From an optimization exercise on the open Yosys and OpenROAD flow, aimed at small area, a short achievable clock period and few clock cycles per item; shortcuts taken in it are not production practice.
RTL that was checked went through simulation tests only; none was proved equivalent to the original.
Power is estimated from default activity; no workload was simulated.

==> 02-12: inputs <==
Design top, start of the top module:
module top(
    input start, op, reset, clock,
    input [31:0] data_a, data_b,
    output busy, ready,
    output [31:0] data_o
);
==> module top, before the edit <==
module top(
    input start, op, reset, clock,
    input [31:0] data_a, data_b,
    output busy, ready,
    output [31:0] data_o
);
reg st1, st2;    
always @(posedge clock or posedge reset)
begin
    if(reset == 1'b1)
    begin
        st1 <= 1'b0;
        st2 <= 1'b0;
    end
    else
    begin
        st1 <= start & ~st1 & ~st2;
        st2 <= st1;
    end
end
assign busy  = st1;
assign ready = st2;
wire [7:0] xa = data_a[30:23];
wire [7:0] xb = data_b[30:23];
wire a127 = (xa == 8'd127);
wire b127 = (xb == 8'd127);
wire [7:0] dba;
wire bor;
assign {bor, dba} = {1'b0, xb ^ 8'h80} - {1'b0, xa ^ 8'h80};
wire [7:0] dab = xa - xb;
wire gt = ~a127 & (b127 | bor);
wire [7:0] d = gt ? dab : dba;
wire big  = (d[7:5] != 3'd0) | (d[4:3] == 2'b11 && d[2:0] != 3'd0);   
wire eq24 = (d == 8'd24);
wire [4:0] amt = d[4:0] | {5{big}};    
wire comp = op ^ data_a[31] ^ data_b[31];
wire sg = (comp & ~gt) ? (op ^ data_b[31]) : data_a[31];
wire [23:0] ma = {1'b1, data_a[22:0]};
wire [23:0] mb = {1'b1, data_b[22:0]};
wire za = ~|data_a[22:0];
wire zb = ~|data_b[22:0];
wire [22:0] ml = gt ? ma[22:0] : mb[22:0];    
wire [23:0] ms = gt ? mb : ma;                
wire [24:0] sh = {ms, 1'b0} >> amt;
wire [23:0] s = sh[24:1];
wire g = sh[0];
wire er24 = eq24 & (gt ? zb : za);
wire [23:0] t = comp ? ~{s[23:1], s[0] | er24} : s;
reg [22:0] r_l;
reg [23:0] r_t;
reg r_g, r_nc, r_gt, r_sg;
always @(posedge clock)
begin
    r_l  <= ml;
    r_t  <= t;
    r_g  <= g & ~comp;
    r_nc <= ~comp;
    r_gt <= gt;
    r_sg <= sg;
end
wire [23:0] lf = {1'b1, r_l};
wire [23:0] hp = lf ^ r_t;
wire [23:0] hq = lf & r_t;
wire x0  = hp[0];
wire q24 = hq[23];
wire [22:0] pp = hp[23:1] ^ hq[22:0];
wire [22:0] gg = hp[23:1] & hq[22:0];
reg [22:0] gc, pc;    
reg [22:0] gn, pn;
integer l, i, k;
always @*
begin
    gc = gg;
    pc = pp;
    for (l = 0; l < 5; l = l + 1)
    begin
        gn = gc;
        pn = pc;
        for (i = 0; i < 23; i = i + 1)
            if (i & (1 << l))
            begin
                k = ((i >> l) << l) - 1;
                gn[i] = gc[i] | (pc[i] & gc[k]);
                pn[i] = pc[i] & pc[k];
            end
        gc = gn;
        pc = pn;
    end
end    
wire ov = r_nc & (gc[22] | q24);
wire e  = r_g & (ov | x0);
wire [22:0] cin = {gc[21:0], 1'b0} | ({pc[21:0], 1'b1} & {23{e}});
wire [22:0] u = pp ^ cin;    
wire [22:0] fr = ov ? u : {u[21:0], x0 ^ r_g};
wire [7:0] xl = r_gt ? xa : xb;
wire [7:0] xo = xl + {7'd0, ov};
assign data_o = {r_sg, xo, fr};
endmodule
==> flow/config.mk <==
export PLATFORM = sky130hd
export DESIGN_NAME = top
export DESIGN_NICKNAME = top
export VERILOG_FILES = /design/flow/design.v
export SDC_FILE = /design/flow/constraint.sdc
export NUM_CORES = 4
export LEC_CHECK = 0
export CAP_MARGIN = 20
export CORE_MARGIN = 2
export CORE_UTILIZATION = 60
export SETUP_SLACK_MARGIN = 2
export SLEW_MARGIN = 20
==> flow/constraint.sdc <==
create_clock -name core_clock -period 9.0 [get_ports {clock}]
set_input_delay 1.8000 -clock core_clock [delete_from_list [all_inputs] [get_ports {clock}]]
set_output_delay 1.8000 -clock core_clock [all_outputs]
set_load 0.01 [all_outputs]
standard.sh (not shown) runs the stock make flow with config.mk's settings and CLKGATE_MAP_FILE= SYNTH_SCRIPT=/design/flow/synth_recipe.tcl, a recipe that flattens the netlist after the stock synthesis.
==> flow/flow/run.sh <==
#!/bin/bash
export BUFFER_PORTS_ARGS="-buffer_cell sky130_fd_sc_hd__buf_1"
bash standard.sh > standard.log 2>&1
==> 07-16: changes against 02-12 <==
==> flow/design.v (replaced) <==
module top(
    input start, op, reset, clock,
    input [31:0] data_a, data_b,
    output busy, ready,
    output [31:0] data_o
);
reg st1, st2;    
always @(posedge clock or posedge reset)
begin
    if(reset == 1'b1)
    begin
        st1 <= 1'b0;
        st2 <= 1'b0;
    end
    else
    begin
        st1 <= start & ~st1 & ~st2;
        st2 <= st1;
    end
end
assign busy  = st1;
assign ready = st2;
wire [7:0] xa = data_a[30:23];
wire [7:0] xb = data_b[30:23];
wire [7:0] ea = xa - 8'd127;
wire [7:0] eb = xb - 8'd127;
wire gt = ea > eb;
wire [7:0] dab = xa - xb;
wire [7:0] dba = xb - xa;
wire [7:0] d = gt ? dab : dba;
wire comp = op ^ data_a[31] ^ data_b[31];
wire sg = (comp & ~gt) ? (op ^ data_b[31]) : data_a[31];
wire [23:0] ma = {1'b1, data_a[22:0]};
wire [23:0] mb = {1'b1, data_b[22:0]};
wire [22:0] ml = gt ? ma[22:0] : mb[22:0];    
wire [23:0] ms = gt ? mb : ma;                
wire big = (d[7:5] != 3'd0) | (d[4:3] == 2'b11 && d[2:0] != 3'd0);
wire [4:0] amt = d[4:0] | {5{big}};
wire [24:0] sh = {ms, 1'b0} >> amt;
wire [23:0] s = sh[24:1];
wire g = sh[0];
wire er24 = (d == 8'd24) & ~|ms[22:0];
wire [23:0] t = comp ? ~{s[23:1], s[0] | er24} : s;
reg [22:0] r_l;
reg [23:0] r_t;
reg r_g, r_nc, r_gt, r_sg;
always @(posedge clock)
begin
    r_l  <= ml;
    r_t  <= t;
    r_g  <= g & ~comp;
    r_nc <= ~comp;
    r_gt <= gt;
    r_sg <= sg;
end
wire [24:0] x = {2'b01, r_l} + {1'b0, r_t};
wire ov = r_nc & x[24];
wire [22:0] y = ov ? x[23:1] : x[22:0];
wire [22:0] fr = y + {22'd0, r_g};
wire [7:0] xl = r_gt ? xa : xb;
wire [7:0] xo = xl + {7'd0, ov};
assign data_o = {r_sg, xo, fr};
endmodule
==> flow/run.sh (new file) <==
#!/bin/bash
# synth_recipe.tcl (not shown) runs the flow's synth.tcl, then flattens the netlist and writes it again
# the make line also repeats each setting of config.mk as NAME=value (left out here)
make -C /OpenROAD-flow-scripts/flow DESIGN_CONFIG=/design/flow/config.mk WORK_HOME=/design/flow/orfs CLKGATE_MAP_FILE= SYNTH_SCRIPT=/design/flow/synth_recipe.tcl finish
removed: flow/flow/run.sh
removed: flow/standard.sh
==> 07-01: changes against 02-12 <==
--- a/flow/design.v
+++ b/flow/design.v
@@ -46,5 +46,5 @@
 wire g = sh[0];
 wire er24 = eq24 & (gt ? zb : za);
-wire [23:0] t = comp ? ~{s[23:1], s[0] | er24} : s;
+wire [23:0] sx = {s[23:1], s[0] | (er24 & comp)};
 reg [22:0] r_l;
 reg [23:0] r_t;
@@ -53,5 +53,5 @@
 begin
     r_l  <= ml;
-    r_t  <= t;
+    r_t  <= sx;
     r_g  <= g & ~comp;
     r_nc <= ~comp;
@@ -60,6 +60,7 @@
 end
 wire [23:0] lf = {1'b1, r_l};
-wire [23:0] hp = lf ^ r_t;
-wire [23:0] hq = lf & r_t;
+wire [23:0] tt = r_t ^ {24{~r_nc}};    
+wire [23:0] hp = lf ^ tt;
+wire [23:0] hq = lf & tt;
 wire x0  = hp[0];
 wire q24 = hq[23];
SETUP_SLACK_MARGIN = 3.3   (was 2)
==> summary of the runs <==
Wire length: 07-01 > 07-16 > 02-12.
In 07-01 the total power is higher than in 07-16, by about 8%.
Against 07-01, the clock power of 02-12 is higher by about 9%.
Sequential share of layout area, lowest first: 07-16, 07-01, 02-12.
Testbench counts of 07-01, summed over its fixed seeds: cycles 9,600, ops 3,200.
Only the layout flow was run in 02-12 and 07-16; the RTL was not checked for function there.

========
==> inputs of 12-25 <==
Another version of the RTL of top (not shown whole).
==> module top, before the edit <==
module top(
    input start, op, reset, clock,
    input [31:0] data_a, data_b,
    output busy, ready,
    output [31:0] data_o
);
reg st1, st2;    
always @(posedge clock or posedge reset)
begin
    if(reset == 1'b1)
    begin
        st1 <= 1'b0;
        st2 <= 1'b0;
    end
    else
    begin
        st1 <= start & ~st1 & ~st2;
        st2 <= st1;
    end
end
assign busy  = st1;
assign ready = st2;
wire [7:0] xa = data_a[30:23];
wire [7:0] xb = data_b[30:23];
wire a127 = (xa == 8'd127);
wire b127 = (xb == 8'd127);
wire gt = ~a127 & (b127 | ((xa ^ 8'h80) > (xb ^ 8'h80)));
wire [7:0] dab = xa - xb;
wire [7:0] dba = xb - xa;
wire [7:0] d = gt ? dab : dba;
wire big  = (d[7:5] != 3'd0) | (d[4:3] == 2'b11 && d[2:0] != 3'd0);   
wire eq24 = (d == 8'd24);
wire [4:0] amt = d[4:0] | {5{big}};    
wire comp = op ^ data_a[31] ^ data_b[31];
wire sg = (comp & ~gt) ? (op ^ data_b[31]) : data_a[31];
wire [23:0] ma = {1'b1, data_a[22:0]};
wire [23:0] mb = {1'b1, data_b[22:0]};
wire za = ~|data_a[22:0];
wire zb = ~|data_b[22:0];
wire [22:0] ml = gt ? ma[22:0] : mb[22:0];    
wire [23:0] ms = gt ? mb : ma;                
wire [24:0] sh = {ms, 1'b0} >> amt;
wire [23:0] s = sh[24:1];
wire g = sh[0];
wire er24 = eq24 & (gt ? zb : za);
wire [23:0] t = comp ? ~{s[23:1], s[0] | er24} : s;
wire [23:0] lf = {1'b1, ml};
wire [23:0] hp = lf ^ t;
wire [23:0] hq = lf & t;
reg [22:0] r_a, r_b;
reg r_q24, r_x0, r_g, r_nc, r_gt, r_sg;
always @(posedge clock)
begin
    r_a   <= hp[23:1];
    r_b   <= hq[22:0];
    r_q24 <= hq[23];
    r_x0  <= hp[0];
    r_g   <= g & ~comp;
    r_nc  <= ~comp;
    r_gt  <= gt;
    r_sg  <= sg;
end
wire [22:0] pp = r_a ^ r_b;
wire [22:0] gg = r_a & r_b;
reg [22:0] gc, pc;    
reg [22:0] gn, pn;
integer l, i, k;
always @*
begin
    gc = gg;
    pc = pp;
    for (l = 0; l < 5; l = l + 1)
    begin
        gn = gc;
        pn = pc;
        for (i = 0; i < 23; i = i + 1)
            if (i & (1 << l))
            begin
                k = ((i >> l) << l) - 1;
                gn[i] = gc[i] | (pc[i] & gc[k]);
                pn[i] = pc[i] & pc[k];
            end
        gc = gn;
        pc = pn;
    end
end    
wire ov = r_nc & (gc[22] | r_q24);
wire e  = r_g & (ov | r_x0);
wire [22:0] cin = {gc[21:0], 1'b0} | ({pc[21:0], 1'b1} & {23{e}});
wire [22:0] u = pp ^ cin;    
wire [22:0] fr = ov ? u : {u[21:0], r_x0 ^ r_g};
wire [7:0] xl = r_gt ? xa : xb;
wire [7:0] xo = xl + {7'd0, ov};
assign data_o = {r_sg, xo, fr};
endmodule
clock: 9.0 ns
lec_check: 0
cap_margin: 20
core_margin: 2
core_utilization: 60
setup_slack_margin: 2
slew_margin: 20
run.sh (not shown) runs the stock make flow with config.mk's settings and CLKGATE_MAP_FILE= SYNTH_SCRIPT=/design/flow/synth_recipe.tcl, a recipe that flattens the netlist after the stock synthesis.
Stock flow here: none of the scripts above is used.
==> inputs of 11-01, as changes to 12-25 <==
==> flow/design.v (replaced) <==
module top(
    input start, op, reset, clock,
    input [31:0] data_a, data_b,
    output busy, ready,
    output [31:0] data_o
);
reg st1, st2;    
always @(posedge clock or posedge reset)
begin
    if(reset == 1'b1)
    begin
        st1 <= 1'b0;
        st2 <= 1'b0;
    end
    else
    begin
        st1 <= start & ~st1 & ~st2;
        st2 <= st1;
    end
end
assign busy  = st1;
assign ready = st2;
wire [7:0] xa = data_a[30:23];
wire [7:0] xb = data_b[30:23];
wire [7:0] ea = xa - 8'd127;
wire [7:0] eb = xb - 8'd127;
wire gt = ea > eb;
wire [7:0] dab = xa - xb;
wire [7:0] dba = xb - xa;
wire [7:0] d = gt ? dab : dba;
wire comp = op ^ data_a[31] ^ data_b[31];
wire sg = (comp & ~gt) ? (op ^ data_b[31]) : data_a[31];
wire [23:0] ma = {1'b1, data_a[22:0]};
wire [23:0] mb = {1'b1, data_b[22:0]};
wire [22:0] ml = gt ? ma[22:0] : mb[22:0];    
wire [23:0] ms = gt ? mb : ma;                
wire big = (d[7:5] != 3'd0) | (d[4:3] == 2'b11 && d[2:0] != 3'd0);
wire [4:0] amt = d[4:0] | {5{big}};
wire [24:0] sh = {ms, 1'b0} >> amt;
wire [23:0] s = sh[24:1];
wire g = sh[0];
wire er24 = (d == 8'd24) & ~|ms[22:0];
wire [23:0] t = comp ? ~{s[23:1], s[0] | er24} : s;
reg [22:0] r_l;
reg [23:0] r_t;
reg r_g, r_nc, r_gt, r_sg;
always @(posedge clock)
begin
    r_l  <= ml;
    r_t  <= t;
    r_g  <= g & ~comp;
    r_nc <= ~comp;
    r_gt <= gt;
    r_sg <= sg;
end
wire [24:0] x = {2'b01, r_l} + {1'b0, r_t};
wire ov = r_nc & x[24];
wire [22:0] y = ov ? x[23:1] : x[22:0];
wire [22:0] fr = y + {22'd0, r_g};
wire [7:0] xl = r_gt ? xa : xb;
wire [7:0] xo = xl + {7'd0, ov};
assign data_o = {r_sg, xo, fr};
endmodule
==> flow/flow/run.sh (new file) <==
#!/bin/bash
cp standard.sh standard_sh_copy.txt
cp config.mk config_copy.txt
export BUFFER_PORTS_ARGS="-buffer_cell sky130_fd_sc_hd__buf_1"
bash standard.sh > standard.log 2>&1
==> flow/standard.sh (new file) <==
#!/bin/bash
# synth_recipe.tcl (not shown) runs the flow's synth.tcl, then flattens the netlist and writes it again
# the make line also repeats each setting of config.mk as NAME=value (left out here)
make -C /OpenROAD-flow-scripts/flow DESIGN_CONFIG=/design/flow/config.mk WORK_HOME=/design/flow/orfs CLKGATE_MAP_FILE= SYNTH_SCRIPT=/design/flow/synth_recipe.tcl "${@:-finish}"
- CORE_UTILIZATION: 60 -> 40
- SETUP_SLACK_MARGIN: 2 -> default
removed: flow/run.sh
==> inputs of 01-14, as changes to 12-25 <==
--- a/flow/design.v
+++ b/flow/design.v
@@ -25,7 +25,9 @@
 wire a127 = (xa == 8'd127);
 wire b127 = (xb == 8'd127);
-wire gt = ~a127 & (b127 | ((xa ^ 8'h80) > (xb ^ 8'h80)));
+wire [7:0] dba;
+wire bor;
+assign {bor, dba} = {1'b0, xb ^ 8'h80} - {1'b0, xa ^ 8'h80};
 wire [7:0] dab = xa - xb;
-wire [7:0] dba = xb - xa;
+wire gt = ~a127 & (b127 | bor);
 wire [7:0] d = gt ? dab : dba;
 wire big  = (d[7:5] != 3'd0) | (d[4:3] == 2'b11 && d[2:0] != 3'd0);   
@@ -45,22 +47,23 @@
 wire er24 = eq24 & (gt ? zb : za);
 wire [23:0] t = comp ? ~{s[23:1], s[0] | er24} : s;
-wire [23:0] lf = {1'b1, ml};
-wire [23:0] hp = lf ^ t;
-wire [23:0] hq = lf & t;
-reg [22:0] r_a, r_b;
-reg r_q24, r_x0, r_g, r_nc, r_gt, r_sg;
+reg [22:0] r_l;
+reg [23:0] r_t;
+reg r_g, r_nc, r_gt, r_sg;
 always @(posedge clock)
 begin
-    r_a   <= hp[23:1];
-    r_b   <= hq[22:0];
-    r_q24 <= hq[23];
-    r_x0  <= hp[0];
-    r_g   <= g & ~comp;
-    r_nc  <= ~comp;
-    r_gt  <= gt;
-    r_sg  <= sg;
+    r_l  <= ml;
+    r_t  <= t;
+    r_g  <= g & ~comp;
+    r_nc <= ~comp;
+    r_gt <= gt;
+    r_sg <= sg;
 end
-wire [22:0] pp = r_a ^ r_b;
-wire [22:0] gg = r_a & r_b;
+wire [23:0] lf = {1'b1, r_l};
+wire [23:0] hp = lf ^ r_t;
+wire [23:0] hq = lf & r_t;
+wire x0  = hp[0];
+wire q24 = hq[23];
+wire [22:0] pp = hp[23:1] ^ hq[22:0];
+wire [22:0] gg = hp[23:1] & hq[22:0];
 reg [22:0] gc, pc;    
 reg [22:0] gn, pn;
@@ -85,9 +88,9 @@
     end
 end    
-wire ov = r_nc & (gc[22] | r_q24);
-wire e  = r_g & (ov | r_x0);
+wire ov = r_nc & (gc[22] | q24);
+wire e  = r_g & (ov | x0);
 wire [22:0] cin = {gc[21:0], 1'b0} | ({pc[21:0], 1'b1} & {23{e}});
 wire [22:0] u = pp ^ cin;    
-wire [22:0] fr = ov ? u : {u[21:0], r_x0 ^ r_g};
+wire [22:0] fr = ov ? u : {u[21:0], x0 ^ r_g};
 wire [7:0] xl = r_gt ? xa : xb;
 wire [7:0] xo = xl + {7'd0, ov};
==> flow/flow/run.sh (new file) <==
#!/bin/bash
export BUFFER_PORTS_ARGS="-buffer_cell sky130_fd_sc_hd__buf_1"
bash standard.sh > standard.log 2>&1
==> flow/standard.sh (new file) <==
#!/bin/bash
# synth_recipe.tcl (not shown) runs the flow's synth.tcl, then flattens the netlist and writes it again
# the make line also repeats each setting of config.mk as NAME=value (left out here)
make -C /OpenROAD-flow-scripts/flow DESIGN_CONFIG=/design/flow/config.mk WORK_HOME=/design/flow/orfs CLKGATE_MAP_FILE= SYNTH_SCRIPT=/design/flow/synth_recipe.tcl "${@:-finish}"
- SETUP_SLACK_MARGIN: 2 -> 1.2
removed: flow/run.sh
==> inputs of 01-20, as changes to 12-25 <==
--- a/flow/design.v
+++ b/flow/design.v
@@ -25,7 +25,9 @@
 wire a127 = (xa == 8'd127);
 wire b127 = (xb == 8'd127);
-wire gt = ~a127 & (b127 | ((xa ^ 8'h80) > (xb ^ 8'h80)));
+wire [7:0] dba;
+wire bor;
+assign {bor, dba} = {1'b0, xb ^ 8'h80} - {1'b0, xa ^ 8'h80};
 wire [7:0] dab = xa - xb;
-wire [7:0] dba = xb - xa;
+wire gt = ~a127 & (b127 | bor);
 wire [7:0] d = gt ? dab : dba;
 wire big  = (d[7:5] != 3'd0) | (d[4:3] == 2'b11 && d[2:0] != 3'd0);   
@@ -44,23 +46,25 @@
 wire g = sh[0];
 wire er24 = eq24 & (gt ? zb : za);
-wire [23:0] t = comp ? ~{s[23:1], s[0] | er24} : s;
-wire [23:0] lf = {1'b1, ml};
-wire [23:0] hp = lf ^ t;
-wire [23:0] hq = lf & t;
-reg [22:0] r_a, r_b;
-reg r_q24, r_x0, r_g, r_nc, r_gt, r_sg;
+wire [23:0] sx = {s[23:1], s[0] | (er24 & comp)};
+reg [22:0] r_l;
+reg [23:0] r_t;
+reg r_g, r_nc, r_gt, r_sg;
 always @(posedge clock)
 begin
-    r_a   <= hp[23:1];
-    r_b   <= hq[22:0];
-    r_q24 <= hq[23];
-    r_x0  <= hp[0];
-    r_g   <= g & ~comp;
-    r_nc  <= ~comp;
-    r_gt  <= gt;
-    r_sg  <= sg;
+    r_l  <= ml;
+    r_t  <= sx;
+    r_g  <= g & ~comp;
+    r_nc <= ~comp;
+    r_gt <= gt;
+    r_sg <= sg;
 end
-wire [22:0] pp = r_a ^ r_b;
-wire [22:0] gg = r_a & r_b;
+wire [23:0] lf = {1'b1, r_l};
+wire [23:0] tt = r_t ^ {24{~r_nc}};    
+wire [23:0] hp = lf ^ tt;
+wire [23:0] hq = lf & tt;
+wire x0  = hp[0];
+wire q24 = hq[23];
+wire [22:0] pp = hp[23:1] ^ hq[22:0];
+wire [22:0] gg = hp[23:1] & hq[22:0];
 reg [22:0] gc, pc;    
 reg [22:0] gn, pn;
@@ -85,9 +89,9 @@
     end
 end    
-wire ov = r_nc & (gc[22] | r_q24);
-wire e  = r_g & (ov | r_x0);
+wire ov = r_nc & (gc[22] | q24);
+wire e  = r_g & (ov | x0);
 wire [22:0] cin = {gc[21:0], 1'b0} | ({pc[21:0], 1'b1} & {23{e}});
 wire [22:0] u = pp ^ cin;    
-wire [22:0] fr = ov ? u : {u[21:0], r_x0 ^ r_g};
+wire [22:0] fr = ov ? u : {u[21:0], x0 ^ r_g};
 wire [7:0] xl = r_gt ? xa : xb;
 wire [7:0] xo = xl + {7'd0, ov};
==> flow/flow/run.sh (new file) <==
#!/bin/bash
export BUFFER_PORTS_ARGS="-buffer_cell sky130_fd_sc_hd__buf_1"
bash standard.sh > standard.log 2>&1
==> flow/standard.sh (new file) <==
#!/bin/bash
# synth_recipe.tcl (not shown) runs the flow's synth.tcl, then flattens the netlist and writes it again
# the make line also repeats each setting of config.mk as NAME=value (left out here)
make -C /OpenROAD-flow-scripts/flow DESIGN_CONFIG=/design/flow/config.mk WORK_HOME=/design/flow/orfs CLKGATE_MAP_FILE= SYNTH_SCRIPT=/design/flow/synth_recipe.tcl "${@:-finish}"
- SETUP_SLACK_MARGIN: 2 -> 2.6
removed: flow/run.sh
==> summary of the runs <==
The highest non-clock buffer count belongs to 12-25, the lowest to 01-14. Core utilization: 12-25 is higher than 01-14 (6.8 points). Between 11-01 and 12-25, the lower design area is in 11-01 (gap 5.9%, measured against 12-25). The lowest via count belongs to 01-20, the highest to 12-25.
Testbench counts of 01-20, summed over its fixed seeds: cycles 9,600, ops 3,200.
For 12-25, 11-01 and 01-14, only the layout was checked, not whether the RTL still works.

static timing again, ports no longer ideal:
In the flow no input, the clock included, has a driving cell. The finished layouts below were timed again as built, in two steps.
Step 1 sets driving cells, clkbuf_16 on the clock port and buf_2 on the other inputs (assumed; they add their load-dependent delay and slew).
Step 2, shift: input delay + t, output delay - t, t = (earliest + latest rising clock arrival at the registers) / 2. This alone moves slack from input paths to output paths.
a / b / c = ideal / step 1 / step 2; a / b = the first two.
run | shift t [ns] | setup slack, ns | latest minus earliest clock arrival (ns) | worst data-port slew with drivers (ns) | cell pins on the clock port's net
02-12 | 0.330 | 2.205 / 2.209 / 1.880 | 0.010 / 0.011 | 0.06 | 1
07-16 | 0.333 | 2.114 / 2.075 / 1.970 | 0.017 / 0.017 | 0.06 | 1
07-01 | 0.363 | 2.703 / 2.670 / 2.620 | 0.019 / 0.018 | 0.06 | 1
12-25 | 0.320 | 2.147 / 2.161 / 1.841 | 0.010 / 0.010 | 0.06 | 1
11-01 | 0.323 | 1.184 / 1.149 / 1.472 | 0.006 / 0.006 | 0.04 | 1
01-14 | 0.333 | 1.874 / 1.880 / 1.547 | 0.009 / 0.010 | 0.06 | 1
01-20 | 0.346 | 2.761 / 2.769 / 2.423 | 0.026 / 0.025 | 0.05 | 1
After both steps setup and hold are still met in every run listed. For 01-20, which loses most, drivers alone change the setup slack by +0.008 ns; drivers and shift together by -0.338 ns.
